Source: an optimization exercise on an open RTL-to-GDS flow (aim: small area). Production flows keep margins and buffers that such runs may drop. Function was checked by simulation only, so behaviour that the tests miss may differ from the original. The clock port is modelled as an ideal driver; clocking choices that lean on that would not hold on a real chip.

## flow/design.v (module list and top-level ports; edited modules follow where they fit)
// module quant_mac_top: 35 lines
// module mac_ve5_1intmode: 1304 lines
// module c_a21o: 5 lines
// module c_a21oi: 5 lines
// module c_a222oi: 5 lines
// module c_a22oi: 5 lines
// module c_and2: 5 lines
// module c_andn: 5 lines
// module c_fa: 6 lines
// module c_ha: 6 lines
// module c_inv: 5 lines
// module c_mux2: 5 lines
// module c_mux2i: 5 lines
// module c_nand2: 5 lines
// module c_nor2: 5 lines
// module c_o21ai: 5 lines
// module c_or2: 5 lines
// module c_orn: 5 lines
// module c_xnor2: 5 lines
// module c_xor2: 5 lines
module quant_mac_top (
    input  wire         clk,
    input  wire         mode,
    input  wire [15:0]  value,
    input  wire [15:0]  weight,
    input  wire [27:0]  ints,
    input  wire [17:0]  fps,
    output reg  [27:0]  intr,
    output reg  [17:0]  fpr
);
  // ...
==> flow/flow/run.sh <==
#!/bin/bash
# Standard ORFS layout with area-oriented settings:
#  - before placement, combinational cells are set to their smallest size
#    (flow/pre_gpl.tcl); the resizer upsizes where timing needs it
#  - port buffers use the smallest buffer (buf_1) instead of the resizer's pick
#  - CTS with clkbuf_8 and no dummy loads
# make's full output goes to flow.log in this folder; ORFS keeps per-step logs
# under orfs/logs/.
set -euo pipefail
HERE=$(pwd)
bash standard.sh \
  PRE_GLOBAL_PLACE_TCL="$HERE/flow/pre_gpl.tcl" \
  BUFFER_PORTS_ARGS="-buffer_cell sky130_fd_sc_hd__buf_1" \
  CTS_ARGS="-sink_clustering_enable -repair_clock_nets -dont_use_dummy_load -buf_list sky130_fd_sc_hd__clkbuf_8 -sink_clustering_size 20" \
  finish > flow.log 2>&1
==> flow/flow/pre_gpl.tcl <==
# Before global placement: set every combinational cell to its smallest
# drive strength (synthesis maps the one-gate modules in isolation and
# often picks larger sizes); the resizer upsizes where timing needs it.
set n 0
foreach inst [get_cells *] {
  set ref [get_property $inst ref_name]
  if {[regexp {^(sky130_fd_sc_hd__[a-z0-9]+)_([0-9]+)$} $ref -> base size]} {
    if {$size <= 1} { continue }
    if {[regexp {dfxtp|dfrtp|clkbuf|clkinv|conb|tap|fill|decap|dlygate|clkdly} $base]} { continue }
    set target "${base}_1"
    if {[llength [get_lib_cells -quiet */$target]] == 0} { continue }
    replace_cell [get_property $inst full_name] $target
    incr n
  }
}
puts "pre_gpl.tcl: downsized $n cells"
==> flow/standard.sh <==
#!/bin/bash
# synth_recipe.tcl (not shown) runs the flow's synth.tcl, then flattens the netlist and writes it again
# the make line also repeats each setting of config.mk as NAME=value (left out here)
make -C /OpenROAD-flow-scripts/flow DESIGN_CONFIG=/design/flow/config.mk WORK_HOME=/design/flow/orfs CLKGATE_MAP_FILE= SYNTH_SCRIPT=/design/flow/synth_recipe.tcl "${@:-finish}"
==> flow/config.mk <==
export PLATFORM = sky130hd
export DESIGN_NAME = quant_mac_top
export DESIGN_NICKNAME = quant_mac_top
export VERILOG_FILES = /design/flow/design.v
export SDC_FILE = /design/flow/constraint.sdc
export NUM_CORES = 4
export LEC_CHECK = 0
export CAP_MARGIN = 20
export CORE_MARGIN = 2
export CORE_UTILIZATION = 40
export SLEW_MARGIN = 20
export SYNTH_HIERARCHICAL = 1
export SYNTH_MINIMUM_KEEP_SIZE = 0
==> flow/constraint.sdc <==
create_clock -name core_clock -period 11.5 [get_ports {clk}]
set_input_delay 2.3000 -clock core_clock [delete_from_list [all_inputs] [get_ports {clk}]]
set_output_delay 2.3000 -clock core_clock [all_outputs]
set_load 0.01 [all_outputs]
==> summary.md, run 1 <==
| Metric | Value |
|---|---|
| FP Rows | 57 |
| CP Class | flop to flop |
| CP Buf/Inv Count | 5 |
| Pre-Repair DR Iteration Count | 8 |
| Vias/cell | around 5.2 |
| Number of global-route vias before repair | between 7000 and 8000 |
| Reg clk slew, reported paths | roughly 0.080 ns |
| Seq/Total Area, Yosys | 0.252 |
| CTS tree | built |
| Slew HR | 0.345 |
| WP depth | 44 |
| Synth top cells by count | nand2_1, dfxtp_1, fa_1 |
| Critical path's top delay family | compound AO/OA/AOI/OAI gates |
| Worst Skew | approximately 0.034 ns |
| Layout cells sized above 1 | 0.0818 |
| Chip width | approximately 160 um |
| Nets@finish | 1328 |
| Met3 WL | between 1000 and 1500 um |
| Post-synth top flop | dfxtp_1 |
| Final TNS setup | 0 ns |
| Clk buf depth | 2 |
| Placed insts | 1417 |
| Seq area share | 0.230 |
| Antenna violations before repair | 0 |
| Number of setup violations in the final report | 0 |
| Top Metal Used | met4 |
| Final period util | 0.936 |
| Well Taps | around 320 |
| Max-slew violation count | 0 |
| Status | finished clean |
| GP Congestion | around 1 |
==> inputs of run 2 (changes only) <==
--- a/flow/design.v
+++ b/flow/design.v
@@ -751,112 +751,134 @@
 c_xor2 u_n452 (.a(n379), .b(n380), .y(n452));
 wire n453;
 c_nor2 u_n453 (.a(n379), .b(n380), .y(n453));
 wire n454;
 c_a21oi u_n454 (.a1(n452), .a2(n450), .b(n453), .y(n454));
 wire n455;
 c_xor2 u_n455 (.a(n452), .b(n450), .y(n455));
 wire n456;
-c_xnor2 u_n456 (.a(n381), .b(n382), .y(n456));
+c_inv u_n456 (.a(n454), .y(n456));
 wire n457;
-c_or2 u_n457 (.a(n381), .b(n382), .y(n457));
+c_xor2 u_n457 (.a(n381), .b(n382), .y(n457));
 wire n458;
-c_o21ai u_n458 (.a1(n456), .a2(n454), .b(n457), .y(n458));
+c_nor2 u_n458 (.a(n381), .b(n382), .y(n458));
 wire n459;
-c_xor2 u_n459 (.a(n456), .b(n454), .y(n459));
+c_xor2 u_n459 (.a(n457), .b(n456), .y(n459));
 wire n460;
 c_xor2 u_n460 (.a(n383), .b(n384), .y(n460));
 wire n461;
 c_nor2 u_n461 (.a(n383), .b(n384), .y(n461));
 wire n462;
-c_a21oi u_n462 (.a1(n460), .a2(n458), .b(n461), .y(n462));
+c_a21o u_n462 (.a1(n456), .a2(n457), .b(n458), .y(n462));
 wire n463;
-c_xor2 u_n463 (.a(n460), .b(n458), .y(n463));
+c_xor2 u_n463 (.a(n460), .b(n462), .y(n463));
 wire n464;
-c_xnor2 u_n464 (.a(n385), .b(n386), .y(n464));
+c_a21o u_n464 (.a1(n460), .a2(n458), .b(n461), .y(n464));
 wire n465;
-c_or2 u_n465 (.a(n385), .b(n386), .y(n465));
+c_and2 u_n465 (.a(n457), .b(n460), .y(n465));
 wire n466;
-c_o21ai u_n466 (.a1(n464), .a2(n462), .b(n465), .y(n466));
+c_xor2 u_n466 (.a(n385), .b(n386), .y(n466));
 wire n467;
-c_xor2 u_n467 (.a(n464), .b(n462), .y(n467));
+c_nor2 u_n467 (.a(n385), .b(n386), .y(n467));
 wire n468;
-c_xor2 u_n468 (.a(n387), .b(n388), .y(n468));
+c_a21o u_n468 (.a1(n456), .a2(n465), .b(n464), .y(n468));
 wire n469;
-c_nor2 u_n469 (.a(n387), .b(n388), .y(n469));
+c_xor2 u_n469 (.a(n466), .b(n468), .y(n469));
 wire n470;
-c_a21oi u_n470 (.a1(n468), .a2(n466), .b(n469), .y(n470));
+c_a21o u_n470 (.a1(n466), .a2(n464), .b(n467), .y(n470));
 wire n471;
-c_xor2 u_n471 (.a(n468), .b(n466), .y(n471));
+c_and2 u_n471 (.a(n465), .b(n466), .y(n471));
 wire n472;
-c_xnor2 u_n472 (.a(n389), .b(n166), .y(n472));
+c_xor2 u_n472 (.a(n387), .b(n388), .y(n472));
 wire n473;
-c_or2 u_n473 (.a(n389), .b(n166), .y(n473));
+c_nor2 u_n473 (.a(n387), .b(n388), .y(n473));
 wire n474;
-c_o21ai u_n474 (.a1(n472), .a2(n470), .b(n473), .y(n474));
+c_a21o u_n474 (.a1(n456), .a2(n471), .b(n470), .y(n474));
 wire n475;
-c_xor2 u_n475 (.a(n472), .b(n470), .y(n475));
+c_xor2 u_n475 (.a(n472), .b(n474), .y(n475));
 wire n476;
-c_xnor2 u_n476 (.a(n9), .b(n167), .y(n476));
+c_a21o u_n476 (.a1(n472), .a2(n470), .b(n473), .y(n476));
 wire n477;
-c_andn u_n477 (.a(n9), .b(n167), .y(n477));
+c_and2 u_n477 (.a(n471), .b(n472), .y(n477));
 wire n478;
-c_a21oi u_n478 (.a1(n476), .a2(n474), .b(n477), .y(n478));
+c_xor2 u_n478 (.a(n389), .b(n166), .y(n478));
 wire n479;
-c_xor2 u_n479 (.a(n476), .b(n474), .y(n479));
+c_nor2 u_n479 (.a(n389), .b(n166), .y(n479));
 wire n480;
-c_xnor2 u_n480 (.a(n10), .b(n478), .y(n480));
+c_a21o u_n480 (.a1(n456), .a2(n477), .b(n476), .y(n480));
 wire n481;
-c_inv u_n481 (.a(n23), .y(n481));
-wire [24:0] prod = {n480, n479, n475, n471, n467, n463, n459, n455, n451, n447, n443, n439, n435, n431, n427, n423, n419, n415, n411, n407, n403, n399, n395, n390, n481};
+c_xor2 u_n481 (.a(n478), .b(n480), .y(n481));
 wire n482;
-c_and2 u_n482 (.a(n431), .b(z), .y(n482));
+c_a21o u_n482 (.a1(n478), .a2(n476), .b(n479), .y(n482));
 wire n483;
-c_and2 u_n483 (.a(n435), .b(z), .y(n483));
+c_and2 u_n483 (.a(n477), .b(n478), .y(n483));
 wire n484;
-c_and2 u_n484 (.a(n439), .b(z), .y(n484));
+c_xnor2 u_n484 (.a(n9), .b(n167), .y(n484));
 wire n485;
-c_and2 u_n485 (.a(n443), .b(z), .y(n485));
+c_andn u_n485 (.a(n9), .b(n167), .y(n485));
 wire n486;
-c_and2 u_n486 (.a(n447), .b(z), .y(n486));
-wire n487, n488;
-c_ha u_n487 (.a(ints[0]), .b(n481), .s(n487), .co(n488));
-wire n489, n490;
-c_fa u_n489 (.a(ints[1]), .b(n390), .c(n488), .s(n489), .co(n490));
-wire n491, n492;
-c_fa u_n491 (.a(ints[2]), .b(n395), .c(n490), .s(n491), .co(n492));
-wire n493, n494;
-c_fa u_n493 (.a(ints[3]), .b(n399), .c(n492), .s(n493), .co(n494));
-wire n495, n496;
-c_fa u_n495 (.a(ints[4]), .b(n403), .c(n494), .s(n495), .co(n496));
-wire n497, n498;
-c_fa u_n497 (.a(ints[5]), .b(n407), .c(n496), .s(n497), .co(n498));
-wire n499, n500;
-c_fa u_n499 (.a(ints[6]), .b(n411), .c(n498), .s(n499), .co(n500));
-wire n501, n502;
-c_fa u_n501 (.a(ints[7]), .b(n415), .c(n500), .s(n501), .co(n502));
-wire n503, n504;
-c_fa u_n503 (.a(ints[8]), .b(n419), .c(n502), .s(n503), .co(n504));
-wire n505, n506;
-c_fa u_n505 (.a(ints[9]), .b(n423), .c(n504), .s(n505), .co(n506));
-wire n507, n508;
-c_fa u_n507 (.a(ints[10]), .b(n427), .c(n506), .s(n507), .co(n508));
-wire n509, n510;
-c_fa u_n509 (.a(ints[11]), .b(n482), .c(n508), .s(n509), .co(n510));
-wire n511, n512;
-c_fa u_n511 (.a(ints[12]), .b(n483), .c(n510), .s(n511), .co(n512));
-wire n513, n514;
-c_fa u_n513 (.a(ints[13]), .b(n484), .c(n512), .s(n513), .co(n514));
-wire n515, n516;
-c_fa u_n515 (.a(ints[14]), .b(n485), .c(n514), .s(n515), .co(n516));
-wire n517, n518;
-c_fa u_n517 (.a(ints[15]), .b(n486), .c(n516), .s(n517), .co(n518));
-wire c16 = n518;
-wire p15 = n486;
+c_a21o u_n486 (.a1(n456), .a2(n483), .b(n482), .y(n486));
+wire n487;
+c_xor2 u_n487 (.a(n484), .b(n486), .y(n487));
+wire n488;
+c_a21o u_n488 (.a1(n484), .a2(n482), .b(n485), .y(n488));
+wire n489;
+c_and2 u_n489 (.a(n483), .b(n484), .y(n489));
+wire n490;
+c_a21o u_n490 (.a1(n456), .a2(n489), .b(n488), .y(n490));
+wire n491;
+c_xor2 u_n491 (.a(n10), .b(n490), .y(n491));
+wire n492;
+c_inv u_n492 (.a(n23), .y(n492));
+wire [24:0] prod = {n491, n487, n481, n475, n469, n463, n459, n455, n451, n447, n443, n439, n435, n431, n427, n423, n419, n415, n411, n407, n403, n399, n395, n390, n492};
+wire n493;
+c_and2 u_n493 (.a(n431), .b(z), .y(n493));
+wire n494;
+c_and2 u_n494 (.a(n435), .b(z), .y(n494));
+wire n495;
+c_and2 u_n495 (.a(n439), .b(z), .y(n495));
+wire n496;
+c_and2 u_n496 (.a(n443), .b(z), .y(n496));
+wire n497;
+c_and2 u_n497 (.a(n447), .b(z), .y(n497));
+wire n498, n499;
+c_ha u_n498 (.a(ints[0]), .b(n492), .s(n498), .co(n499));
+wire n500, n501;
+c_fa u_n500 (.a(ints[1]), .b(n390), .c(n499), .s(n500), .co(n501));
+wire n502, n503;
+c_fa u_n502 (.a(ints[2]), .b(n395), .c(n501), .s(n502), .co(n503));
+wire n504, n505;
+c_fa u_n504 (.a(ints[3]), .b(n399), .c(n503), .s(n504), .co(n505));
+wire n506, n507;
+c_fa u_n506 (.a(ints[4]), .b(n403), .c(n505), .s(n506), .co(n507));
+wire n508, n509;
+c_fa u_n508 (.a(ints[5]), .b(n407), .c(n507), .s(n508), .co(n509));
+wire n510, n511;
+c_fa u_n510 (.a(ints[6]), .b(n411), .c(n509), .s(n510), .co(n511));
+wire n512, n513;
+c_fa u_n512 (.a(ints[7]), .b(n415), .c(n511), .s(n512), .co(n513));
+wire n514, n515;
+c_fa u_n514 (.a(ints[8]), .b(n419), .c(n513), .s(n514), .co(n515));
+wire n516, n517;
+c_fa u_n516 (.a(ints[9]), .b(n423), .c(n515), .s(n516), .co(n517));
+wire n518, n519;
+c_fa u_n518 (.a(ints[10]), .b(n427), .c(n517), .s(n518), .co(n519));
+wire n520, n521;
+c_fa u_n520 (.a(ints[11]), .b(n493), .c(n519), .s(n520), .co(n521));
+wire n522, n523;
+c_fa u_n522 (.a(ints[12]), .b(n494), .c(n521), .s(n522), .co(n523));
+wire n524, n525;
+c_fa u_n524 (.a(ints[13]), .b(n495), .c(n523), .s(n524), .co(n525));
+wire n526, n527;
+c_fa u_n526 (.a(ints[14]), .b(n496), .c(n525), .s(n526), .co(n527));
+wire n528, n529;
+c_fa u_n528 (.a(ints[15]), .b(n497), .c(n527), .s(n528), .co(n529));
+wire c16 = n529;
+wire p15 = n497;
 wire inc = c16 & ~p15;
 wire dec = ~c16 & p15;
 wire [11:0] ih = ints[27:16];
 wire [11:0] ones, zeros;
 assign ones[0] = 1'b1;
 assign zeros[0] = 1'b1;
 assign ones[1] = ones[0] & ih[0];
 assign zeros[1] = zeros[0] & ~ih[0];
@@ -876,420 +898,420 @@
 assign zeros[8] = zeros[7] & ~ih[7];
 assign ones[9] = ones[8] & ih[8];
 assign zeros[9] = zeros[8] & ~ih[8];
 assign ones[10] = ones[9] & ih[9];
 assign zeros[10] = zeros[9] & ~ih[9];
 assign ones[11] = ones[10] & ih[10];
 assign zeros[11] = zeros[10] & ~ih[10];
 wire [11:0] hi = ih ^ (({12{inc}} & ones) | ({12{dec}} & zeros));
-assign intr = {hi, n517, n515, n513, n511, n509, n507, n505, n503, n501, n499, n497, n495, n493, n491, n489, n487};
-wire n519, n520;
-c_ha u_n519 (.a(value[12]), .b(weight[12]), .s(n519), .co(n520));
-wire n521;
-c_xnor2 u_n521 (.a(value[13]), .b(weight[13]), .y(n521));
-wire n522;
-c_or2 u_n522 (.a(value[13]), .b(weight[13]), .y(n522));
-wire n523, n524;
-c_ha u_n523 (.a(value[14]), .b(weight[14]), .s(n523), .co(n524));
-wire n525;
-c_inv u_n525 (.a(value[11]), .y(n525));
-wire n526, n527;
-c_ha u_n526 (.a(n525), .b(weight[11]), .s(n526), .co(n527));
-wire n528;
-c_inv u_n528 (.a(fps[14]), .y(n528));
-wire n529, n530;
-c_fa u_n529 (.a(value[11]), .b(n528), .c(n519), .s(n529), .co(n530));
-wire n531;
-c_inv u_n531 (.a(fps[15]), .y(n531));
-wire n532, n533;
-c_fa u_n532 (.a(n531), .b(n520), .c(n521), .s(n532), .co(n533));
-wire n534;
-c_inv u_n534 (.a(fps[16]), .y(n534));
-wire n535, n536;
-c_fa u_n535 (.a(n534), .b(n522), .c(n523), .s(n535), .co(n536));
-wire n537;
-c_inv u_n537 (.a(n524), .y(n537));
-wire n538, n539;
-c_fa u_n538 (.a(value[15]), .b(fps[17]), .c(n537), .s(n538), .co(n539));
-wire n540;
-c_xnor2 u_n540 (.a(n526), .b(fps[13]), .y(n540));
-wire n541;
-c_orn u_n541 (.a(fps[13]), .b(n526), .y(n541));
+assign intr = {hi, n528, n526, n524, n522, n520, n518, n516, n514, n512, n510, n508, n506, n504, n502, n500, n498};
+wire n530, n531;
+c_ha u_n530 (.a(value[12]), .b(weight[12]), .s(n530), .co(n531));
+wire n532;
+c_xnor2 u_n532 (.a(value[13]), .b(weight[13]), .y(n532));
+wire n533;
+c_or2 u_n533 (.a(value[13]), .b(weight[13]), .y(n533));
+wire n534, n535;
+c_ha u_n534 (.a(value[14]), .b(weight[14]), .s(n534), .co(n535));
+wire n536;
+c_inv u_n536 (.a(value[11]), .y(n536));
+wire n537, n538;
+c_ha u_n537 (.a(n536), .b(weight[11]), .s(n537), .co(n538));
+wire n539;
+c_inv u_n539 (.a(fps[14]), .y(n539));
+wire n540, n541;
+c_fa u_n540 (.a(value[11]), .b(n539), .c(n530), .s(n540), .co(n541));
 wire n542;
-c_xnor2 u_n542 (.a(n527), .b(n529), .y(n542));
-wire n543;
-c_nand2 u_n543 (.a(n527), .b(n529), .y(n543));
-wire n544;
-c_o21ai u_n544 (.a1(n542), .a2(n541), .b(n543), .y(n544));
+c_inv u_n542 (.a(fps[15]), .y(n542));
+wire n543, n544;
+c_fa u_n543 (.a(n542), .b(n531), .c(n532), .s(n543), .co(n544));
 wire n545;
-c_xor2 u_n545 (.a(n542), .b(n541), .y(n545));
-wire n546;
-c_xor2 u_n546 (.a(n530), .b(n532), .y(n546));
-wire n547;
-c_and2 u_n547 (.a(n530), .b(n532), .y(n547));
+c_inv u_n545 (.a(fps[16]), .y(n545));
+wire n546, n547;
+c_fa u_n546 (.a(n545), .b(n533), .c(n534), .s(n546), .co(n547));
 wire n548;
-c_a21oi u_n548 (.a1(n546), .a2(n544), .b(n547), .y(n548));
-wire n549;
-c_xor2 u_n549 (.a(n546), .b(n544), .y(n549));
-wire n550;
-c_xnor2 u_n550 (.a(n533), .b(n535), .y(n550));
+c_inv u_n548 (.a(n535), .y(n548));
+wire n549, n550;
+c_fa u_n549 (.a(value[15]), .b(fps[17]), .c(n548), .s(n549), .co(n550));
 wire n551;
-c_nand2 u_n551 (.a(n533), .b(n535), .y(n551));
+c_xnor2 u_n551 (.a(n537), .b(fps[13]), .y(n551));
 wire n552;
-c_o21ai u_n552 (.a1(n550), .a2(n548), .b(n551), .y(n552));
+c_orn u_n552 (.a(fps[13]), .b(n537), .y(n552));
 wire n553;
-c_xor2 u_n553 (.a(n550), .b(n548), .y(n553));
+c_xnor2 u_n553 (.a(n538), .b(n540), .y(n553));
 wire n554;
-c_xnor2 u_n554 (.a(n536), .b(n538), .y(n554));
+c_nand2 u_n554 (.a(n538), .b(n540), .y(n554));
 wire n555;
-c_andn u_n555 (.a(n536), .b(n538), .y(n555));
+c_o21ai u_n555 (.a1(n553), .a2(n552), .b(n554), .y(n555));
 wire n556;
-c_a21oi u_n556 (.a1(n554), .a2(n552), .b(n555), .y(n556));
+c_xor2 u_n556 (.a(n553), .b(n552), .y(n556));
 wire n557;
-c_xor2 u_n557 (.a(n554), .b(n552), .y(n557));
+c_xor2 u_n557 (.a(n541), .b(n543), .y(n557));
 wire n558;
-c_xnor2 u_n558 (.a(n539), .b(value[15]), .y(n558));
+c_and2 u_n558 (.a(n541), .b(n543), .y(n558));
 wire n559;
-c_xnor2 u_n559 (.a(n558), .b(n556), .y(n559));
-wire [5:0] d = {n559, n557, n553, n549, n545, n540};
+c_a21oi u_n559 (.a1(n557), .a2(n555), .b(n558), .y(n559));
+wire n560;
+c_xor2 u_n560 (.a(n557), .b(n555), .y(n560));
+wire n561;
+c_xnor2 u_n561 (.a(n544), .b(n546), .y(n561));
+wire n562;
+c_nand2 u_n562 (.a(n544), .b(n546), .y(n562));
+wire n563;
+c_o21ai u_n563 (.a1(n561), .a2(n559), .b(n562), .y(n563));
+wire n564;
+c_xor2 u_n564 (.a(n561), .b(n559), .y(n564));
+wire n565;
+c_xnor2 u_n565 (.a(n547), .b(n549), .y(n565));
+wire n566;
+c_andn u_n566 (.a(n547), .b(n549), .y(n566));
+wire n567;
+c_a21oi u_n567 (.a1(n565), .a2(n563), .b(n566), .y(n567));
+wire n568;
+c_xor2 u_n568 (.a(n565), .b(n563), .y(n568));
+wire n569;
+c_xnor2 u_n569 (.a(n550), .b(value[15]), .y(n569));
+wire n570;
+c_xnor2 u_n570 (.a(n569), .b(n567), .y(n570));
+wire [5:0] d = {n570, n568, n564, n560, n556, n551};
 wire neg = d[5];
 wire [3:0] amt;
 assign amt[0] = d[0];
 assign amt[1] = d[1] ^ (neg & d[0]);
 assign amt[2] = d[2] ^ (neg & (d[1] | d[0]));
 assign amt[3] = d[3] ^ (neg & (d[2] | d[1] | d[0]));
 wire sat = neg ? (~d[4] | (d[3:0] == 4'd0)) : d[4];
-wire n560;
-c_andn u_n560 (.a(n540), .b(neg), .y(n560));
-wire n561;
-c_andn u_n561 (.a(n545), .b(neg), .y(n561));
-wire n562;
-c_andn u_n562 (.a(n549), .b(neg), .y(n562));
-wire n563;
-c_andn u_n563 (.a(n553), .b(neg), .y(n563));
-wire n564;
-c_andn u_n564 (.a(n557), .b(neg), .y(n564));
-wire n565, n566;
-c_ha u_n565 (.a(n562), .b(fps[15]), .s(n565), .co(n566));
-wire n567, n568;
-c_ha u_n567 (.a(n563), .b(fps[16]), .s(n567), .co(n568));
-wire n569, n570;
-c_ha u_n569 (.a(n564), .b(fps[17]), .s(n569), .co(n570));
-wire n571, n572;
-c_ha u_n571 (.a(n560), .b(fps[13]), .s(n571), .co(n572));
+wire n571;
+c_andn u_n571 (.a(n551), .b(neg), .y(n571));
+wire n572;
+c_andn u_n572 (.a(n556), .b(neg), .y(n572));
 wire n573;
-c_inv u_n573 (.a(n561), .y(n573));
-wire n574, n575;
-c_fa u_n574 (.a(n573), .b(fps[14]), .c(n572), .s(n574), .co(n575));
+c_andn u_n573 (.a(n560), .b(neg), .y(n573));
+wire n574;
+c_andn u_n574 (.a(n564), .b(neg), .y(n574));
+wire n575;
+c_andn u_n575 (.a(n568), .b(neg), .y(n575));
 wire n576, n577;
-c_fa u_n576 (.a(n561), .b(n565), .c(n575), .s(n576), .co(n577));
+c_ha u_n576 (.a(n573), .b(fps[15]), .s(n576), .co(n577));
 wire n578, n579;
-c_fa u_n578 (.a(n566), .b(n567), .c(n577), .s(n578), .co(n579));
+c_ha u_n578 (.a(n574), .b(fps[16]), .s(n578), .co(n579));
 wire n580, n581;
-c_fa u_n580 (.a(n568), .b(n569), .c(n579), .s(n580), .co(n581));
-wire [4:0] eb2 = {n580, n578, n576, n574, n571};
+c_ha u_n580 (.a(n575), .b(fps[17]), .s(n580), .co(n581));
+wire n582, n583;
+c_ha u_n582 (.a(n571), .b(fps[13]), .s(n582), .co(n583));
+wire n584;
+c_inv u_n584 (.a(n572), .y(n584));
+wire n585, n586;
+c_fa u_n585 (.a(n584), .b(fps[14]), .c(n583), .s(n585), .co(n586));
+wire n587, n588;
+c_fa u_n587 (.a(n572), .b(n576), .c(n586), .s(n587), .co(n588));
+wire n589, n590;
+c_fa u_n589 (.a(n577), .b(n578), .c(n588), .s(n589), .co(n590));
+wire n591, n592;
+c_fa u_n591 (.a(n579), .b(n580), .c(n590), .s(n591), .co(n592));
+wire [4:0] eb2 = {n591, n589, n587, n585, n582};
 wire selpx = neg & z;
 wire selfx = ~neg;
 wire selpy = ~neg & z;
 wire selfy = neg;
-wire n582;
-c_a22oi u_n582 (.a1(selpx), .a2(n431), .b1(selfx), .b2(fps[0]), .y(n582));
-wire n583;
-c_a22oi u_n583 (.a1(selpy), .a2(n431), .b1(selfy), .b2(fps[0]), .y(n583));
-wire n584;
-c_a22oi u_n584 (.a1(selpx), .a2(n435), .b1(selfx), .b2(fps[1]), .y(n584));
-wire n585;
-c_a22oi u_n585 (.a1(selpy), .a2(n435), .b1(selfy), .b2(fps[1]), .y(n585));
-wire n586;
-c_a22oi u_n586 (.a1(selpx), .a2(n439), .b1(selfx), .b2(fps[2]), .y(n586));
-wire n587;
-c_a22oi u_n587 (.a1(selpy), .a2(n439), .b1(selfy), .b2(fps[2]), .y(n587));
-wire n588;
-c_a22oi u_n588 (.a1(selpx), .a2(n443), .b1(selfx), .b2(fps[3]), .y(n588));
-wire n589;
-c_a22oi u_n589 (.a1(selpy), .a2(n443), .b1(selfy), .b2(fps[3]), .y(n589));
-wire n590;
-c_a22oi u_n590 (.a1(selpx), .a2(n447), .b1(selfx), .b2(fps[4]), .y(n590));
-wire n591;
-c_a22oi u_n591 (.a1(selpy), .a2(n447), .b1(selfy), .b2(fps[4]), .y(n591));
-wire n592;
-c_a22oi u_n592 (.a1(selpx), .a2(n451), .b1(selfx), .b2(fps[5]), .y(n592));
 wire n593;
-c_a22oi u_n593 (.a1(selpy), .a2(n451), .b1(selfy), .b2(fps[5]), .y(n593));
+c_a22oi u_n593 (.a1(selpx), .a2(n431), .b1(selfx), .b2(fps[0]), .y(n593));
 wire n594;
-c_a22oi u_n594 (.a1(selpx), .a2(n455), .b1(selfx), .b2(fps[6]), .y(n594));
+c_a22oi u_n594 (.a1(selpy), .a2(n431), .b1(selfy), .b2(fps[0]), .y(n594));
 wire n595;
-c_a22oi u_n595 (.a1(selpy), .a2(n455), .b1(selfy), .b2(fps[6]), .y(n595));
+c_a22oi u_n595 (.a1(selpx), .a2(n435), .b1(selfx), .b2(fps[1]), .y(n595));
 wire n596;
-c_a22oi u_n596 (.a1(selpx), .a2(n459), .b1(selfx), .b2(fps[7]), .y(n596));
+c_a22oi u_n596 (.a1(selpy), .a2(n435), .b1(selfy), .b2(fps[1]), .y(n596));
 wire n597;
-c_a22oi u_n597 (.a1(selpy), .a2(n459), .b1(selfy), .b2(fps[7]), .y(n597));
+c_a22oi u_n597 (.a1(selpx), .a2(n439), .b1(selfx), .b2(fps[2]), .y(n597));
 wire n598;
-c_a22oi u_n598 (.a1(selpx), .a2(n463), .b1(selfx), .b2(fps[8]), .y(n598));
+c_a22oi u_n598 (.a1(selpy), .a2(n439), .b1(selfy), .b2(fps[2]), .y(n598));
 wire n599;
-c_a22oi u_n599 (.a1(selpy), .a2(n463), .b1(selfy), .b2(fps[8]), .y(n599));
+c_a22oi u_n599 (.a1(selpx), .a2(n443), .b1(selfx), .b2(fps[3]), .y(n599));
 wire n600;
-c_a22oi u_n600 (.a1(selpx), .a2(n467), .b1(selfx), .b2(fps[9]), .y(n600));
+c_a22oi u_n600 (.a1(selpy), .a2(n443), .b1(selfy), .b2(fps[3]), .y(n600));
 wire n601;
-c_a22oi u_n601 (.a1(selpy), .a2(n467), .b1(selfy), .b2(fps[9]), .y(n601));
+c_a22oi u_n601 (.a1(selpx), .a2(n447), .b1(selfx), .b2(fps[4]), .y(n601));
 wire n602;
-c_a22oi u_n602 (.a1(selpx), .a2(n471), .b1(selfx), .b2(fps[10]), .y(n602));
+c_a22oi u_n602 (.a1(selpy), .a2(n447), .b1(selfy), .b2(fps[4]), .y(n602));
 wire n603;
-c_a22oi u_n603 (.a1(selpy), .a2(n471), .b1(selfy), .b2(fps[10]), .y(n603));
+c_a22oi u_n603 (.a1(selpx), .a2(n451), .b1(selfx), .b2(fps[5]), .y(n603));
 wire n604;
-c_a22oi u_n604 (.a1(selpx), .a2(n475), .b1(selfx), .b2(fps[11]), .y(n604));
+c_a22oi u_n604 (.a1(selpy), .a2(n451), .b1(selfy), .b2(fps[5]), .y(n604));
 wire n605;
-c_a22oi u_n605 (.a1(selpy), .a2(n475), .b1(selfy), .b2(fps[11]), .y(n605));
+c_a22oi u_n605 (.a1(selpx), .a2(n455), .b1(selfx), .b2(fps[6]), .y(n605));
 wire n606;
-c_a22oi u_n606 (.a1(selpx), .a2(n479), .b1(selfx), .b2(fps[12]), .y(n606));
+c_a22oi u_n606 (.a1(selpy), .a2(n455), .b1(selfy), .b2(fps[6]), .y(n606));
 wire n607;
-c_a22oi u_n607 (.a1(selpy), .a2(n479), .b1(selfy), .b2(fps[12]), .y(n607));
+c_a22oi u_n607 (.a1(selpx), .a2(n459), .b1(selfx), .b2(fps[7]), .y(n607));
 wire n608;
-c_a22oi u_n608 (.a1(selpx), .a2(n480), .b1(selfx), .b2(fps[12]), .y(n608));
+c_a22oi u_n608 (.a1(selpy), .a2(n459), .b1(selfy), .b2(fps[7]), .y(n608));
 wire n609;
-c_a22oi u_n609 (.a1(selpy), .a2(n480), .b1(selfy), .b2(fps[12]), .y(n609));
+c_a22oi u_n609 (.a1(selpx), .a2(n463), .b1(selfx), .b2(fps[8]), .y(n609));
 wire n610;
-c_mux2i u_n610 (.a(n582), .b(n584), .s(amt[0]), .y(n610));
+c_a22oi u_n610 (.a1(selpy), .a2(n463), .b1(selfy), .b2(fps[8]), .y(n610));
 wire n611;
-c_mux2i u_n611 (.a(n584), .b(n586), .s(amt[0]), .y(n611));
+c_a22oi u_n611 (.a1(selpx), .a2(n469), .b1(selfx), .b2(fps[9]), .y(n611));
 wire n612;
-c_mux2i u_n612 (.a(n586), .b(n588), .s(amt[0]), .y(n612));
+c_a22oi u_n612 (.a1(selpy), .a2(n469), .b1(selfy), .b2(fps[9]), .y(n612));
 wire n613;
-c_mux2i u_n613 (.a(n588), .b(n590), .s(amt[0]), .y(n613));
+c_a22oi u_n613 (.a1(selpx), .a2(n475), .b1(selfx), .b2(fps[10]), .y(n613));
 wire n614;
-c_mux2i u_n614 (.a(n590), .b(n592), .s(amt[0]), .y(n614));
+c_a22oi u_n614 (.a1(selpy), .a2(n475), .b1(selfy), .b2(fps[10]), .y(n614));
 wire n615;
-c_mux2i u_n615 (.a(n592), .b(n594), .s(amt[0]), .y(n615));
+c_a22oi u_n615 (.a1(selpx), .a2(n481), .b1(selfx), .b2(fps[11]), .y(n615));
 wire n616;
-c_mux2i u_n616 (.a(n594), .b(n596), .s(amt[0]), .y(n616));
+c_a22oi u_n616 (.a1(selpy), .a2(n481), .b1(selfy), .b2(fps[11]), .y(n616));
 wire n617;
-c_mux2i u_n617 (.a(n596), .b(n598), .s(amt[0]), .y(n617));
+c_a22oi u_n617 (.a1(selpx), .a2(n487), .b1(selfx), .b2(fps[12]), .y(n617));
 wire n618;
-c_mux2i u_n618 (.a(n598), .b(n600), .s(amt[0]), .y(n618));
+c_a22oi u_n618 (.a1(selpy), .a2(n487), .b1(selfy), .b2(fps[12]), .y(n618));
 wire n619;
-c_mux2i u_n619 (.a(n600), .b(n602), .s(amt[0]), .y(n619));
+c_a22oi u_n619 (.a1(selpx), .a2(n491), .b1(selfx), .b2(fps[12]), .y(n619));
 wire n620;
-c_mux2i u_n620 (.a(n602), .b(n604), .s(amt[0]), .y(n620));
+c_a22oi u_n620 (.a1(selpy), .a2(n491), .b1(selfy), .b2(fps[12]), .y(n620));
 wire n621;
-c_mux2i u_n621 (.a(n604), .b(n606), .s(amt[0]), .y(n621));
+c_mux2i u_n621 (.a(n593), .b(n595), .s(amt[0]), .y(n621));
 wire n622;
-c_mux2i u_n622 (.a(n606), .b(n608), .s(amt[0]), .y(n622));
+c_mux2i u_n622 (.a(n595), .b(n597), .s(amt[0]), .y(n622));
 wire n623;
-c_mux2i u_n623 (.a(n610), .b(n612), .s(amt[1]), .y(n623));
+c_mux2i u_n623 (.a(n597), .b(n599), .s(amt[0]), .y(n623));
 wire n624;
-c_mux2i u_n624 (.a(n611), .b(n613), .s(amt[1]), .y(n624));
+c_mux2i u_n624 (.a(n599), .b(n601), .s(amt[0]), .y(n624));
 wire n625;
-c_mux2i u_n625 (.a(n612), .b(n614), .s(amt[1]), .y(n625));
+c_mux2i u_n625 (.a(n601), .b(n603), .s(amt[0]), .y(n625));
 wire n626;
-c_mux2i u_n626 (.a(n613), .b(n615), .s(amt[1]), .y(n626));
+c_mux2i u_n626 (.a(n603), .b(n605), .s(amt[0]), .y(n626));
 wire n627;
-c_mux2i u_n627 (.a(n614), .b(n616), .s(amt[1]), .y(n627));
+c_mux2i u_n627 (.a(n605), .b(n607), .s(amt[0]), .y(n627));
 wire n628;
-c_mux2i u_n628 (.a(n615), .b(n617), .s(amt[1]), .y(n628));
+c_mux2i u_n628 (.a(n607), .b(n609), .s(amt[0]), .y(n628));
 wire n629;
-c_mux2i u_n629 (.a(n616), .b(n618), .s(amt[1]), .y(n629));
+c_mux2i u_n629 (.a(n609), .b(n611), .s(amt[0]), .y(n629));
 wire n630;
-c_mux2i u_n630 (.a(n617), .b(n619), .s(amt[1]), .y(n630));
+c_mux2i u_n630 (.a(n611), .b(n613), .s(amt[0]), .y(n630));
 wire n631;
-c_mux2i u_n631 (.a(n618), .b(n620), .s(amt[1]), .y(n631));
+c_mux2i u_n631 (.a(n613), .b(n615), .s(amt[0]), .y(n631));
 wire n632;
-c_mux2i u_n632 (.a(n619), .b(n621), .s(amt[1]), .y(n632));
+c_mux2i u_n632 (.a(n615), .b(n617), .s(amt[0]), .y(n632));
 wire n633;
-c_mux2i u_n633 (.a(n620), .b(n622), .s(amt[1]), .y(n633));
+c_mux2i u_n633 (.a(n617), .b(n619), .s(amt[0]), .y(n633));
 wire n634;
-c_inv u_n634 (.a(n608), .y(n634));
+c_mux2i u_n634 (.a(n621), .b(n623), .s(amt[1]), .y(n634));
 wire n635;
-c_mux2i u_n635 (.a(n621), .b(n634), .s(amt[1]), .y(n635));
+c_mux2i u_n635 (.a(n622), .b(n624), .s(amt[1]), .y(n635));
 wire n636;
-c_mux2i u_n636 (.a(n622), .b(n634), .s(amt[1]), .y(n636));
+c_mux2i u_n636 (.a(n623), .b(n625), .s(amt[1]), .y(n636));
 wire n637;
-c_mux2i u_n637 (.a(n623), .b(n627), .s(amt[2]), .y(n637));
+c_mux2i u_n637 (.a(n624), .b(n626), .s(amt[1]), .y(n637));
 wire n638;
-c_mux2i u_n638 (.a(n624), .b(n628), .s(amt[2]), .y(n638));
+c_mux2i u_n638 (.a(n625), .b(n627), .s(amt[1]), .y(n638));
 wire n639;
-c_mux2i u_n639 (.a(n625), .b(n629), .s(amt[2]), .y(n639));
+c_mux2i u_n639 (.a(n626), .b(n628), .s(amt[1]), .y(n639));
 wire n640;
-c_mux2i u_n640 (.a(n626), .b(n630), .s(amt[2]), .y(n640));
+c_mux2i u_n640 (.a(n627), .b(n629), .s(amt[1]), .y(n640));
 wire n641;
-c_mux2i u_n641 (.a(n627), .b(n631), .s(amt[2]), .y(n641));
+c_mux2i u_n641 (.a(n628), .b(n630), .s(amt[1]), .y(n641));
 wire n642;
-c_mux2i u_n642 (.a(n628), .b(n632), .s(amt[2]), .y(n642));
+c_mux2i u_n642 (.a(n629), .b(n631), .s(amt[1]), .y(n642));
 wire n643;
-c_mux2i u_n643 (.a(n629), .b(n633), .s(amt[2]), .y(n643));
+c_mux2i u_n643 (.a(n630), .b(n632), .s(amt[1]), .y(n643));
 wire n644;
-c_mux2i u_n644 (.a(n630), .b(n635), .s(amt[2]), .y(n644));
+c_mux2i u_n644 (.a(n631), .b(n633), .s(amt[1]), .y(n644));
 wire n645;
-c_mux2i u_n645 (.a(n631), .b(n636), .s(amt[2]), .y(n645));
+c_inv u_n645 (.a(n619), .y(n645));
 wire n646;
-c_mux2i u_n646 (.a(n632), .b(n608), .s(amt[2]), .y(n646));
+c_mux2i u_n646 (.a(n632), .b(n645), .s(amt[1]), .y(n646));
 wire n647;
-c_mux2i u_n647 (.a(n633), .b(n608), .s(amt[2]), .y(n647));
+c_mux2i u_n647 (.a(n633), .b(n645), .s(amt[1]), .y(n647));
 wire n648;
-c_mux2i u_n648 (.a(n635), .b(n608), .s(amt[2]), .y(n648));
+c_mux2i u_n648 (.a(n634), .b(n638), .s(amt[2]), .y(n648));
 wire n649;
-c_mux2i u_n649 (.a(n636), .b(n608), .s(amt[2]), .y(n649));
-wire s8a = ~amt[3] & ~sat;
-wire s8b = amt[3] & ~sat;
-wire s8f = amt[3] | sat;
+c_mux2i u_n649 (.a(n635), .b(n639), .s(amt[2]), .y(n649));
 wire n650;
-c_a222oi u_n650 (.a1(n637), .a2(s8a), .b1(n645), .b2(s8b), .c1(n634), .c2(sat), .y(n650));
+c_mux2i u_n650 (.a(n636), .b(n640), .s(amt[2]), .y(n650));
 wire n651;
-c_a222oi u_n651 (.a1(n638), .a2(s8a), .b1(n646), .b2(s8b), .c1(n634), .c2(sat), .y(n651));
+c_mux2i u_n651 (.a(n637), .b(n641), .s(amt[2]), .y(n651));
 wire n652;
-c_a222oi u_n652 (.a1(n639), .a2(s8a), .b1(n647), .b2(s8b), .c1(n634), .c2(sat), .y(n652));
+c_mux2i u_n652 (.a(n638), .b(n642), .s(amt[2]), .y(n652));
 wire n653;
-c_a222oi u_n653 (.a1(n640), .a2(s8a), .b1(n648), .b2(s8b), .c1(n634), .c2(sat), .y(n653));
+c_mux2i u_n653 (.a(n639), .b(n643), .s(amt[2]), .y(n653));
 wire n654;
-c_a222oi u_n654 (.a1(n641), .a2(s8a), .b1(n649), .b2(s8b), .c1(n634), .c2(sat), .y(n654));
+c_mux2i u_n654 (.a(n640), .b(n644), .s(amt[2]), .y(n654));
 wire n655;
-c_mux2i u_n655 (.a(n642), .b(n634), .s(s8f), .y(n655));
+c_mux2i u_n655 (.a(n641), .b(n646), .s(amt[2]), .y(n655));
 wire n656;
-c_mux2i u_n656 (.a(n643), .b(n634), .s(s8f), .y(n656));
+c_mux2i u_n656 (.a(n642), .b(n647), .s(amt[2]), .y(n656));
 wire n657;
-c_mux2i u_n657 (.a(n644), .b(n634), .s(s8f), .y(n657));
+c_mux2i u_n657 (.a(n643), .b(n619), .s(amt[2]), .y(n657));
 wire n658;
-c_mux2i u_n658 (.a(n645), .b(n634), .s(s8f), .y(n658));
+c_mux2i u_n658 (.a(n644), .b(n619), .s(amt[2]), .y(n658));
 wire n659;
-c_mux2i u_n659 (.a(n646), .b(n634), .s(s8f), .y(n659));
+c_mux2i u_n659 (.a(n646), .b(n619), .s(amt[2]), .y(n659));
 wire n660;
-c_mux2i u_n660 (.a(n647), .b(n634), .s(s8f), .y(n660));
+c_mux2i u_n660 (.a(n647), .b(n619), .s(amt[2]), .y(n660));
+wire s8a = ~amt[3] & ~sat;
+wire s8b = amt[3] & ~sat;
+wire s8f = amt[3] | sat;
 wire n661;
-c_mux2i u_n661 (.a(n648), .b(n634), .s(s8f), .y(n661));
+c_a222oi u_n661 (.a1(n648), .a2(s8a), .b1(n656), .b2(s8b), .c1(n645), .c2(sat), .y(n661));
 wire n662;
-c_mux2i u_n662 (.a(n649), .b(n634), .s(s8f), .y(n662));
+c_a222oi u_n662 (.a1(n649), .a2(s8a), .b1(n657), .b2(s8b), .c1(n645), .c2(sat), .y(n662));
 wire n663;
-c_xor2 u_n663 (.a(n650), .b(n583), .y(n663));
+c_a222oi u_n663 (.a1(n650), .a2(s8a), .b1(n658), .b2(s8b), .c1(n645), .c2(sat), .y(n663));
 wire n664;
-c_or2 u_n664 (.a(n650), .b(n583), .y(n664));
+c_a222oi u_n664 (.a1(n651), .a2(s8a), .b1(n659), .b2(s8b), .c1(n645), .c2(sat), .y(n664));
 wire n665;
-c_xnor2 u_n665 (.a(n651), .b(n585), .y(n665));
+c_a222oi u_n665 (.a1(n652), .a2(s8a), .b1(n660), .b2(s8b), .c1(n645), .c2(sat), .y(n665));
 wire n666;
-c_or2 u_n666 (.a(n651), .b(n585), .y(n666));
+c_mux2i u_n666 (.a(n653), .b(n645), .s(s8f), .y(n666));
 wire n667;
-c_o21ai u_n667 (.a1(n665), .a2(n664), .b(n666), .y(n667));
+c_mux2i u_n667 (.a(n654), .b(n645), .s(s8f), .y(n667));
 wire n668;
-c_xor2 u_n668 (.a(n665), .b(n664), .y(n668));
+c_mux2i u_n668 (.a(n655), .b(n645), .s(s8f), .y(n668));
 wire n669;
-c_xor2 u_n669 (.a(n652), .b(n587), .y(n669));
+c_mux2i u_n669 (.a(n656), .b(n645), .s(s8f), .y(n669));
 wire n670;
-c_nor2 u_n670 (.a(n652), .b(n587), .y(n670));
+c_mux2i u_n670 (.a(n657), .b(n645), .s(s8f), .y(n670));
 wire n671;
-c_a21oi u_n671 (.a1(n669), .a2(n667), .b(n670), .y(n671));
+c_mux2i u_n671 (.a(n658), .b(n645), .s(s8f), .y(n671));
 wire n672;
-c_xor2 u_n672 (.a(n669), .b(n667), .y(n672));
+c_mux2i u_n672 (.a(n659), .b(n645), .s(s8f), .y(n672));
 wire n673;
-c_xnor2 u_n673 (.a(n653), .b(n589), .y(n673));
+c_mux2i u_n673 (.a(n660), .b(n645), .s(s8f), .y(n673));
 wire n674;
-c_or2 u_n674 (.a(n653), .b(n589), .y(n674));
+c_xor2 u_n674 (.a(n661), .b(n594), .y(n674));
 wire n675;
-c_o21ai u_n675 (.a1(n673), .a2(n671), .b(n674), .y(n675));
+c_or2 u_n675 (.a(n661), .b(n594), .y(n675));
 wire n676;
-c_xor2 u_n676 (.a(n673), .b(n671), .y(n676));
+c_xnor2 u_n676 (.a(n662), .b(n596), .y(n676));
 wire n677;
-c_xor2 u_n677 (.a(n654), .b(n591), .y(n677));
+c_or2 u_n677 (.a(n662), .b(n596), .y(n677));
 wire n678;
-c_nor2 u_n678 (.a(n654), .b(n591), .y(n678));
+c_o21ai u_n678 (.a1(n676), .a2(n675), .b(n677), .y(n678));
 wire n679;
-c_a21oi u_n679 (.a1(n677), .a2(n675), .b(n678), .y(n679));
+c_xor2 u_n679 (.a(n676), .b(n675), .y(n679));
 wire n680;
-c_xor2 u_n680 (.a(n677), .b(n675), .y(n680));
+c_xor2 u_n680 (.a(n663), .b(n598), .y(n680));
 wire n681;
-c_xnor2 u_n681 (.a(n655), .b(n593), .y(n681));
+c_nor2 u_n681 (.a(n663), .b(n598), .y(n681));
 wire n682;
-c_or2 u_n682 (.a(n655), .b(n593), .y(n682));
+c_a21oi u_n682 (.a1(n680), .a2(n678), .b(n681), .y(n682));
 wire n683;
-c_o21ai u_n683 (.a1(n681), .a2(n679), .b(n682), .y(n683));
+c_xor2 u_n683 (.a(n680), .b(n678), .y(n683));
 wire n684;
-c_xor2 u_n684 (.a(n681), .b(n679), .y(n684));
+c_xnor2 u_n684 (.a(n664), .b(n600), .y(n684));
 wire n685;
-c_xor2 u_n685 (.a(n656), .b(n595), .y(n685));
+c_or2 u_n685 (.a(n664), .b(n600), .y(n685));
 wire n686;
-c_nor2 u_n686 (.a(n656), .b(n595), .y(n686));
+c_o21ai u_n686 (.a1(n684), .a2(n682), .b(n685), .y(n686));
 wire n687;
-c_a21oi u_n687 (.a1(n685), .a2(n683), .b(n686), .y(n687));
+c_xor2 u_n687 (.a(n684), .b(n682), .y(n687));
 wire n688;
-c_xor2 u_n688 (.a(n685), .b(n683), .y(n688));
+c_xor2 u_n688 (.a(n665), .b(n602), .y(n688));
 wire n689;
-c_inv u_n689 (.a(n687), .y(n689));
+c_nor2 u_n689 (.a(n665), .b(n602), .y(n689));
 wire n690;
-c_xor2 u_n690 (.a(n657), .b(n597), .y(n690));
+c_a21oi u_n690 (.a1(n688), .a2(n686), .b(n689), .y(n690));
 wire n691;
-c_nor2 u_n691 (.a(n657), .b(n597), .y(n691));
+c_xor2 u_n691 (.a(n688), .b(n686), .y(n691));
 wire n692;
-c_xor2 u_n692 (.a(n690), .b(n689), .y(n692));
+c_xnor2 u_n692 (.a(n666), .b(n604), .y(n692));
 wire n693;
-c_xor2 u_n693 (.a(n658), .b(n599), .y(n693));
+c_or2 u_n693 (.a(n666), .b(n604), .y(n693));
 wire n694;
-c_nor2 u_n694 (.a(n658), .b(n599), .y(n694));
+c_o21ai u_n694 (.a1(n692), .a2(n690), .b(n693), .y(n694));
 wire n695;
-c_a21o u_n695 (.a1(n689), .a2(n690), .b(n691), .y(n695));
+c_xor2 u_n695 (.a(n692), .b(n690), .y(n695));
 wire n696;
-c_xor2 u_n696 (.a(n693), .b(n695), .y(n696));
+c_xor2 u_n696 (.a(n667), .b(n606), .y(n696));
 wire n697;
-c_a21o u_n697 (.a1(n693), .a2(n691), .b(n694), .y(n697));
+c_nor2 u_n697 (.a(n667), .b(n606), .y(n697));
 wire n698;
-c_and2 u_n698 (.a(n690), .b(n693), .y(n698));
+c_a21oi u_n698 (.a1(n696), .a2(n694), .b(n697), .y(n698));
 wire n699;
-c_xor2 u_n699 (.a(n659), .b(n601), .y(n699));
+c_xor2 u_n699 (.a(n696), .b(n694), .y(n699));
 wire n700;
-c_nor2 u_n700 (.a(n659), .b(n601), .y(n700));
+c_inv u_n700 (.a(n698), .y(n700));
 wire n701;
-c_a21o u_n701 (.a1(n689), .a2(n698), .b(n697), .y(n701));
+c_xor2 u_n701 (.a(n668), .b(n608), .y(n701));
 wire n702;
-c_xor2 u_n702 (.a(n699), .b(n701), .y(n702));
+c_nor2 u_n702 (.a(n668), .b(n608), .y(n702));
 wire n703;
-c_a21o u_n703 (.a1(n699), .a2(n697), .b(n700), .y(n703));
+c_xor2 u_n703 (.a(n701), .b(n700), .y(n703));
 wire n704;
-c_and2 u_n704 (.a(n698), .b(n699), .y(n704));
+c_xor2 u_n704 (.a(n669), .b(n610), .y(n704));
 wire n705;
-c_xor2 u_n705 (.a(n660), .b(n603), .y(n705));
+c_nor2 u_n705 (.a(n669), .b(n610), .y(n705));
 wire n706;
-c_nor2 u_n706 (.a(n660), .b(n603), .y(n706));
+c_a21o u_n706 (.a1(n700), .a2(n701), .b(n702), .y(n706));
 wire n707;
-c_a21o u_n707 (.a1(n689), .a2(n704), .b(n703), .y(n707));
+c_xor2 u_n707 (.a(n704), .b(n706), .y(n707));
 wire n708;
-c_xor2 u_n708 (.a(n705), .b(n707), .y(n708));
+c_a21o u_n708 (.a1(n704), .a2(n702), .b(n705), .y(n708));
 wire n709;
-c_a21o u_n709 (.a1(n705), .a2(n703), .b(n706), .y(n709));
+c_and2 u_n709 (.a(n701), .b(n704), .y(n709));
 wire n710;
-c_and2 u_n710 (.a(n704), .b(n705), .y(n710));
+c_xor2 u_n710 (.a(n670), .b(n612), .y(n710));
 wire n711;
-c_xor2 u_n711 (.a(n661), .b(n605), .y(n711));
+c_nor2 u_n711 (.a(n670), .b(n612), .y(n711));
 wire n712;
-c_nor2 u_n712 (.a(n661), .b(n605), .y(n712));
+c_a21o u_n712 (.a1(n700), .a2(n709), .b(n708), .y(n712));
 wire n713;
-c_a21o u_n713 (.a1(n689), .a2(n710), .b(n709), .y(n713));
+c_xor2 u_n713 (.a(n710), .b(n712), .y(n713));
 wire n714;
-c_xor2 u_n714 (.a(n711), .b(n713), .y(n714));
+c_a21o u_n714 (.a1(n710), .a2(n708), .b(n711), .y(n714));
 wire n715;
-c_a21o u_n715 (.a1(n711), .a2(n709), .b(n712), .y(n715));
+c_and2 u_n715 (.a(n709), .b(n710), .y(n715));
 wire n716;
-c_and2 u_n716 (.a(n710), .b(n711), .y(n716));
+c_xor2 u_n716 (.a(n671), .b(n614), .y(n716));
 wire n717;
-c_xor2 u_n717 (.a(n662), .b(n607), .y(n717));
+c_nor2 u_n717 (.a(n671), .b(n614), .y(n717));
 wire n718;
-c_nor2 u_n718 (.a(n662), .b(n607), .y(n718));
+c_a21o u_n718 (.a1(n700), .a2(n715), .b(n714), .y(n718));
 wire n719;
-c_a21o u_n719 (.a1(n689), .a2(n716), .b(n715), .y(n719));
+c_xor2 u_n719 (.a(n716), .b(n718), .y(n719));
 wire n720;
-c_xor2 u_n720 (.a(n717), .b(n719), .y(n720));
+c_a21o u_n720 (.a1(n716), .a2(n714), .b(n717), .y(n720));
 wire n721;
-c_a21o u_n721 (.a1(n717), .a2(n715), .b(n718), .y(n721));
+c_and2 u_n721 (.a(n715), .b(n716), .y(n721));
 wire n722;
-c_and2 u_n722 (.a(n716), .b(n717), .y(n722));
+c_xor2 u_n722 (.a(n672), .b(n616), .y(n722));
 wire n723;
-c_xor2 u_n723 (.a(n608), .b(n609), .y(n723));
+c_nor2 u_n723 (.a(n672), .b(n616), .y(n723));
 wire n724;
-c_nor2 u_n724 (.a(n608), .b(n609), .y(n724));
+c_a21o u_n724 (.a1(n700), .a2(n721), .b(n720), .y(n724));
 wire n725;
-c_a21o u_n725 (.a1(n689), .a2(n722), .b(n721), .y(n725));
+c_xor2 u_n725 (.a(n722), .b(n724), .y(n725));
 wire n726;
-c_xor2 u_n726 (.a(n723), .b(n725), .y(n726));
-wire [13:0] acc = {n726, n720, n714, n708, n702, n696, n692, n688, n684, n680, n676, n672, n668, n663};
+c_a21o u_n726 (.a1(n722), .a2(n720), .b(n723), .y(n726));
+wire n727;
+c_and2 u_n727 (.a(n721), .b(n722), .y(n727));
+wire n728;
+c_xor2 u_n728 (.a(n673), .b(n618), .y(n728));
+wire n729;
+c_nor2 u_n729 (.a(n673), .b(n618), .y(n729));
+wire n730;
+c_a21o u_n730 (.a1(n700), .a2(n727), .b(n726), .y(n730));
+wire n731;
+c_xor2 u_n731 (.a(n728), .b(n730), .y(n731));
+wire n732;
+c_a21o u_n732 (.a1(n728), .a2(n726), .b(n729), .y(n732));
+wire n733;
+c_and2 u_n733 (.a(n727), .b(n728), .y(n733));
+wire n734;
+c_xor2 u_n734 (.a(n619), .b(n620), .y(n734));
+wire n735;
+c_nor2 u_n735 (.a(n619), .b(n620), .y(n735));
+wire n736;
+c_a21o u_n736 (.a1(n700), .a2(n733), .b(n732), .y(n736));
+wire n737;
+c_xor2 u_n737 (.a(n734), .b(n736), .y(n737));
+wire [13:0] acc = {n737, n731, n725, n719, n713, n707, n703, n699, n695, n691, n687, n683, n679, n674};
 wire [12:0] tt = acc[12:0] ^ acc[13:1];
 reg [3:0] L;
 always @* begin
     casez (tt)
         13'b1????????????: L = 4'd0;
         13'b01???????????: L = 4'd1;
         13'b001??????????: L = 4'd2;
         13'b0001?????????: L = 4'd3;
@@ -1301,47 +1323,47 @@
         13'b0000000001???: L = 4'd9;
         13'b00000000001??: L = 4'd10;
         13'b000000000001?: L = 4'd11;
         13'b0000000000001: L = 4'd12;
         default: L = 4'd1;
     endcase
 end
 wire [13:0] accsh = acc << L;
-wire n727;
-c_xnor2 u_n727 (.a(eb2[0]), .b(L[0]), .y(n727));
-wire n728;
-c_orn u_n728 (.a(L[0]), .b(eb2[0]), .y(n728));
-wire n729;
-c_xor2 u_n729 (.a(eb2[1]), .b(L[1]), .y(n729));
-wire n730;
-c_orn u_n730 (.a(L[1]), .b(eb2[1]), .y(n730));
-wire n731;
-c_o21ai u_n731 (.a1(n729), .a2(n728), .b(n730), .y(n731));
-wire n732;
-c_xor2 u_n732 (.a(n729), .b(n728), .y(n732));
-wire n733;
-c_xnor2 u_n733 (.a(eb2[2]), .b(L[2]), .y(n733));
-wire n734;
-c_andn u_n734 (.a(eb2[2]), .b(L[2]), .y(n734));
-wire n735;
-c_a21oi u_n735 (.a1(n733), .a2(n731), .b(n734), .y(n735));
-wire n736;
-c_xor2 u_n736 (.a(n733), .b(n731), .y(n736));
-wire n737;
-c_xor2 u_n737 (.a(eb2[3]), .b(L[3]), .y(n737));
 wire n738;
-c_orn u_n738 (.a(L[3]), .b(eb2[3]), .y(n738));
+c_xnor2 u_n738 (.a(eb2[0]), .b(L[0]), .y(n738));
 wire n739;
-c_o21ai u_n739 (.a1(n737), .a2(n735), .b(n738), .y(n739));
+c_orn u_n739 (.a(L[0]), .b(eb2[0]), .y(n739));
 wire n740;
-c_xor2 u_n740 (.a(n737), .b(n735), .y(n740));
+c_xor2 u_n740 (.a(eb2[1]), .b(L[1]), .y(n740));
 wire n741;
-c_xnor2 u_n741 (.a(eb2[4]), .b(n739), .y(n741));
-assign fpr = {n741, n740, n736, n732, n727, accsh[13:1]};
+c_orn u_n741 (.a(L[1]), .b(eb2[1]), .y(n741));
+wire n742;
+c_o21ai u_n742 (.a1(n740), .a2(n739), .b(n741), .y(n742));
+wire n743;
+c_xor2 u_n743 (.a(n740), .b(n739), .y(n743));
+wire n744;
+c_xnor2 u_n744 (.a(eb2[2]), .b(L[2]), .y(n744));
+wire n745;
+c_andn u_n745 (.a(eb2[2]), .b(L[2]), .y(n745));
+wire n746;
+c_a21oi u_n746 (.a1(n744), .a2(n742), .b(n745), .y(n746));
+wire n747;
+c_xor2 u_n747 (.a(n744), .b(n742), .y(n747));
+wire n748;
+c_xor2 u_n748 (.a(eb2[3]), .b(L[3]), .y(n748));
+wire n749;
+c_orn u_n749 (.a(L[3]), .b(eb2[3]), .y(n749));
+wire n750;
+c_o21ai u_n750 (.a1(n748), .a2(n746), .b(n749), .y(n750));
+wire n751;
+c_xor2 u_n751 (.a(n748), .b(n746), .y(n751));
+wire n752;
+c_xnor2 u_n752 (.a(eb2[4]), .b(n750), .y(n752));
+assign fpr = {n752, n751, n747, n743, n738, accsh[13:1]};
 endmodule
 module c_a21o(a1, a2, b, y);
 input wire a1, a2, b;
 output wire y;
 assign y = (a1 & a2) | b;
 endmodule
 module c_a21oi(a1, a2, b, y);
 input wire a1, a2, b;
==> flow/flow/run.sh (replaced) <==
#!/bin/bash
# Standard ORFS layout with area-oriented settings:
#  - placement not timing-driven (no speculative resizer buffering)
#  - before placement, synthesis buffers removed and combinational cells set
#    to their smallest size (flow/pre_gpl.tcl); the resizer upsizes where
#    timing needs it
#  - port buffers use the smallest buffer (buf_1) instead of the resizer's pick
#  - CTS with clkbuf_8 and no dummy loads; afterwards the clock of the fpr
#    registers is delayed by a buffer chain (flow/post_cts.tcl), skew for the
#    internal register-to-register paths; timing is repaired after global
#    routing
# make's full output goes to flow.log in this folder; ORFS keeps per-step logs
# under orfs/logs/.
set -euo pipefail
HERE=$(pwd)
export SKEW_CELLS="sky130_fd_sc_hd__clkdlybuf4s50_1 sky130_fd_sc_hd__clkbuf_4"
bash standard.sh \
  PRE_GLOBAL_PLACE_TCL="$HERE/flow/pre_gpl.tcl" \
  POST_CTS_TCL="$HERE/flow/post_cts.tcl" \
  SKIP_CTS_REPAIR_TIMING=1 \
  GPL_TIMING_DRIVEN=0 \
  BUFFER_PORTS_ARGS="-buffer_cell sky130_fd_sc_hd__buf_1" \
  CTS_ARGS="-sink_clustering_enable -repair_clock_nets -dont_use_dummy_load -buf_list sky130_fd_sc_hd__clkbuf_8 -sink_clustering_size 20" \
  finish > flow.log 2>&1
==> flow/flow/post_cts.tcl (new file) <==
# After CTS: delay the clock of the fpr output registers, which end the
# longest register-to-register paths (operand registers -> fp16 result).
# Each clock net that reaches fpr registers gets a short chain of clock
# buffers in front of those registers only.  This is skew for the internal
# paths: it leaves less time, not more, on the paths from these registers
# to the output ports.
set cells $::env(SKEW_CELLS)
set groups [dict create]
foreach inst [get_cells *] {
  set name [get_property $inst full_name]
  if {![string match "fpr*" $name]} { continue }
  set pin [get_pins -of_objects $inst -filter "direction == input"]
  set clk ""
  foreach p $pin {
    if {[get_property $p lib_pin_name] == "CLK"} { set clk $p }
  }
  if {$clk == ""} { continue }
  set net [get_nets -of_objects $clk]
  dict lappend groups [get_property $net full_name] $clk
}
set i 0
dict for {netname pins} $groups {
  set net $netname
  set k 0
  foreach cell $cells {
    set nn "skewnet_${i}_$k"
    insert_buffer -buffer_cell $cell -net [get_nets $net] -load_pins $pins -buffer_name "skewbuf_${i}_$k" -net_name $nn
    set net $nn
    incr k
  }
  puts "post_cts.tcl: group $i on $netname: [llength $pins] registers"
  incr i
}
global_connect
detailed_placement
estimate_parasitics -placement
report_clock_skew
==> flow/flow/pre_gpl.tcl (replaced) <==
# Before global placement: remove the buffers synthesis left (the standard
# flow does this only in timing-driven placement mode), then set every combinational cell to its smallest
# drive strength (synthesis maps the one-gate modules in isolation and
# often picks larger sizes); the resizer upsizes where timing needs it.
remove_buffers
set n 0
foreach inst [get_cells *] {
  set ref [get_property $inst ref_name]
  if {[regexp {^(sky130_fd_sc_hd__[a-z0-9]+)_([0-9]+)$} $ref -> base size]} {
    if {$size <= 1} { continue }
    if {[regexp {dfxtp|dfrtp|clkbuf|clkinv|conb|tap|fill|decap|dlygate|clkdly} $base]} { continue }
    set target "${base}_1"
    if {[llength [get_lib_cells -quiet */$target]] == 0} { continue }
    replace_cell [get_property $inst full_name] $target
    incr n
  }
}
puts "pre_gpl.tcl: downsized $n cells"
==> flow/config.mk (replaced) <==
export PLATFORM = sky130hd
export DESIGN_NAME = quant_mac_top
export DESIGN_NICKNAME = quant_mac_top
export VERILOG_FILES = /design/flow/design.v
export SDC_FILE = /design/flow/constraint.sdc
export NUM_CORES = 4
export LEC_CHECK = 0
export CAP_MARGIN = 20
export CORE_MARGIN = 2
export CORE_UTILIZATION = 60
export PLACE_DENSITY = 0.75
export SLEW_MARGIN = 20
export SYNTH_HIERARCHICAL = 1
export SYNTH_MINIMUM_KEEP_SIZE = 0
==> run 2 against run 1 <==
Still clean on timing, DRC and antenna. Die area shrank 32%. Via count fell by 0.64%. Setup slack better by 0.21 ns. Final cell count is 8.7% lower. Utilization is 20 points higher. Global-route usage is 5.7 points higher. Critical endpoint is now fpr[17]. Register-to-register slack improved by 0.21 ns.
==> summary.md, run 2 <==
| Metric | Value |
|---|---|
| Status | finished clean |
| Sink Count | approximately 130 |
| Commonest non-fill, non-tap cells in the layout | nand2_1, buf_1, fa_1 |
| Post-synth top flop | dfxtp_1 |
| WP data required | around 12 ns |
| CP Class | flop to flop |
| Total Routing Usage GR | 0.241 |
| HP Class | flop to flop |
| Largest area contributor in the netlist | dfxtp_1 |
| Layout cells sized above 1 | 0.0596 (-0.0223) |
| CP max-delay cell | a221o_2 |
| Vert. Die Dim | 133 um |
| Crit path DAT | between 10 and 15 ns |
| Number of global-route vias before repair | 7449 (-0.12%) |
| GP Congestion | 0.908 (-7.9%) |
| Area of the multi-input gates | slightly below 7000 um^2 |
| Pre-Repair DR Iteration Count | 6 (-2) |
| Port Buffer Count | 125 |
| Fmax | ~0.095 GHz |
| Max-slew violation count | 0 (unchanged) |
| Detail Placement HPWL | roughly 16000 um |
| Synth top cells by count | nand2_1, dfxtp_1, fa_1 |
| Reg2reg start | mode_q |
| YS warnings | 8 |
| Reg clk slew, reported paths | 0.06 ns (-0.02 ns) |
| Worst-Margin Slew | slightly below 1 ns |
| CP endpoint kind | flop |
| DIE AREA | approximately 18000 um^2 |
| Final TNS setup | 0 ns (unchanged) |
| Worst Skew | 0.631 ns (+0.597 ns) |
| CORE AREA | 16400 um^2 |
| Final period util | 0.918 (-0.0183) |
| Worst reg2reg path endpoint | fpr[17] |
| FP Rows | 47 (-18%) |
| Hold path depth | 2 |
| Most used cell, CP | o21ai_1 |
| Total grt overflow | 0 |
| Commonest non-fill, non-tap cell in the layout | nand2_1 |
| Final hold slack | ~0.14 ns |
| Top flop regs | intr (28), ints_q (28) |
| CTS tree | built |
| Io pins | 126 |
| Startpoint Class | flop |
| Starting DRT DRC Count | approximately 520 |
| DR DRC count | 0 |
| Seq. cell area | ~2500 um^2 |
| Clk latency of the worst-skew pair | about 1.1 ns |
| Post-Syn Nets | roughly 1200 |
| Hold path startpoint | fps_q[13] |
| Synthesized area per cell | between 10 and 15 um^2 |
| Number of setup violations in the final report | 0 (unchanged) |
| Critical path's largest stage delay | ~0.6 ns |
| Most numerous cell in the Yosys netlist | nand2_1 |
| Area of the mapped netlist | 9990 um^2 |
| Chip width | 133 um (-18%) |
| Ys async rst share | 0 |
| Nets@finish | 1307 (-1.6%) |
| Initial Utilization | 0.609 |
| Non-filler cells, final | around 1300 |
| Slew HR | 0.344 (-0.00117) |
| Seq/Total Area, Yosys | 0.251 (-0.00167) |
| R2R Setup Slk | 0.95 ns |
| Hold Vio Cnt, Final | 0 |
| Antenna violations before repair | 0 (unchanged) |
| Vias/cell | 5.66 (+8.8%) |
| Placed insts | 1284 (-9.4%) |
| Area Overhead vs Synth | 7.27% |
==> run 2: per-stage QoR <==
step / setup slack (ns) / cell area, um^2
finish: 0.947 / 10700
detailed placement: -1.01 / 10300
global placement: -0.988 / 10200
global route: -0.0623 / 10700
floorplan: 0.569 / 9990
==> run 2: worst max-delay path by stage <==
stage                      from       to  depth (start not counted)  slack [ns]
floorplan           value_q[12]  fpr[17]                         38        0.57
global placement    weight_q[7]  fpr[10]                         40       -0.99
detailed placement  weight_q[7]  fpr[17]                         41       -1.01
global route             mode_q  fpr[17]                         42       -0.06
finish                   mode_q  fpr[17]                         41        0.95
==> run 2: final cells by class, without the clock buffers <==
cell class                 instances  share of cell area
timing repair buffer             131              0.0498
sequential                       125               0.236
inverter                          31              0.0109
multi-input combinational        779               0.649
tap                              220              0.0257
==> run 2: routing by layer <==
| metal | vias to the layer above | part of all wire | GRT usage |
|---|---|---|---|
| met5 | - | 0 | 0 |
| li1 | 3509 | - | - |
| met2 | 289 | 0.49 | 0.398 |
| met1 | 3576 | 0.42 | 0.311 |
| met3 | 47 | 0.066 | 0.0506 |
| met4 | 0 | 0.023 | 0.101 |
==> run 2: cells by family (layout without fill, tap and decap cells) <==
group | count (synthesis) | count (layout) | synth area share
AND/OR/NAND/NOR | 314 | 314 | 0.154
AO/OA/AOI/OAI | 143 | 143 | 0.124
adder cells (fa/ha/maj) | 134 | 134 | 0.261
flip-flops | 125 | 125 | 0.251
XOR/XNOR | 117 | 117 | 0.103
multiplexers | 71 | 71 | 0.0733
buffers and inverters | 66 | 187 | 0.0343
==> run 2: modules after synthesis (local to each module, per instance), excerpt <==
module / flip-flops and latches / cell area, um^2 / copies in the design
c_and2: 0 / 6.26 / 20
c_o21ai: 0 / 5.00 / 15
quant_mac_top: 125 / 2500 / 1
c_nand2: 0 / 3.75 / 138
c_fa: 0 / 20.0 / 124
c_a21o: 0 / 7.51 / 22
mac_ve5_1intmode: 0 / 1490 / 1
c_mux2: 0 / 15.0 / 3
c_xnor2: 0 / 8.76 / 31
==> run 2: worst max-delay path, delay by kind of cell, from the launching register on <==
| kind | cells | cell delay (ns) |
|---|---|---|
| adders and majority gates | 5 | 2.36 |
| AOI/OAI and AO/OA | 22 | 4.94 |
| xor gates and xnor gates | 4 | 0.98 |
| muxes | 2 | 0.41 |
| buffers and inverters | 3 | 0.60 |
| and+or+nand+nor | 5 | 1.22 |
| DFF | 1 | 0.53 |

[port drivers added, routing unchanged]
In the flow no input, the clock included, has a driving cell. The finished layouts below were timed again as built, in two steps. Step 1: set_driving_cell puts a clkbuf_16 on clk and a buf_2 on each other input, an assumption about the parent block. Step 2, shift: input delay + t, output delay - t, t = (earliest + latest rising clock arrival at the registers) / 2. This alone moves slack from input paths to output paths. Slacks: no drivers / after step 1 / after step 2; pairs: no drivers / after step 1.
| run | t (ns) | setup slack, ns | clock arrival spread, ns |
|---|---|---|---|
| run 1 | 0.485 | 0.736 / 0.736 / 0.736 | 0.034 / 0.034 |
| run 2 | 0.773 | 0.947 / 0.947 / 0.947 | 0.631 / 0.631 |
Clock arrivals are far apart in run 2, so t is only a midpoint there and step 2 fits no single register.
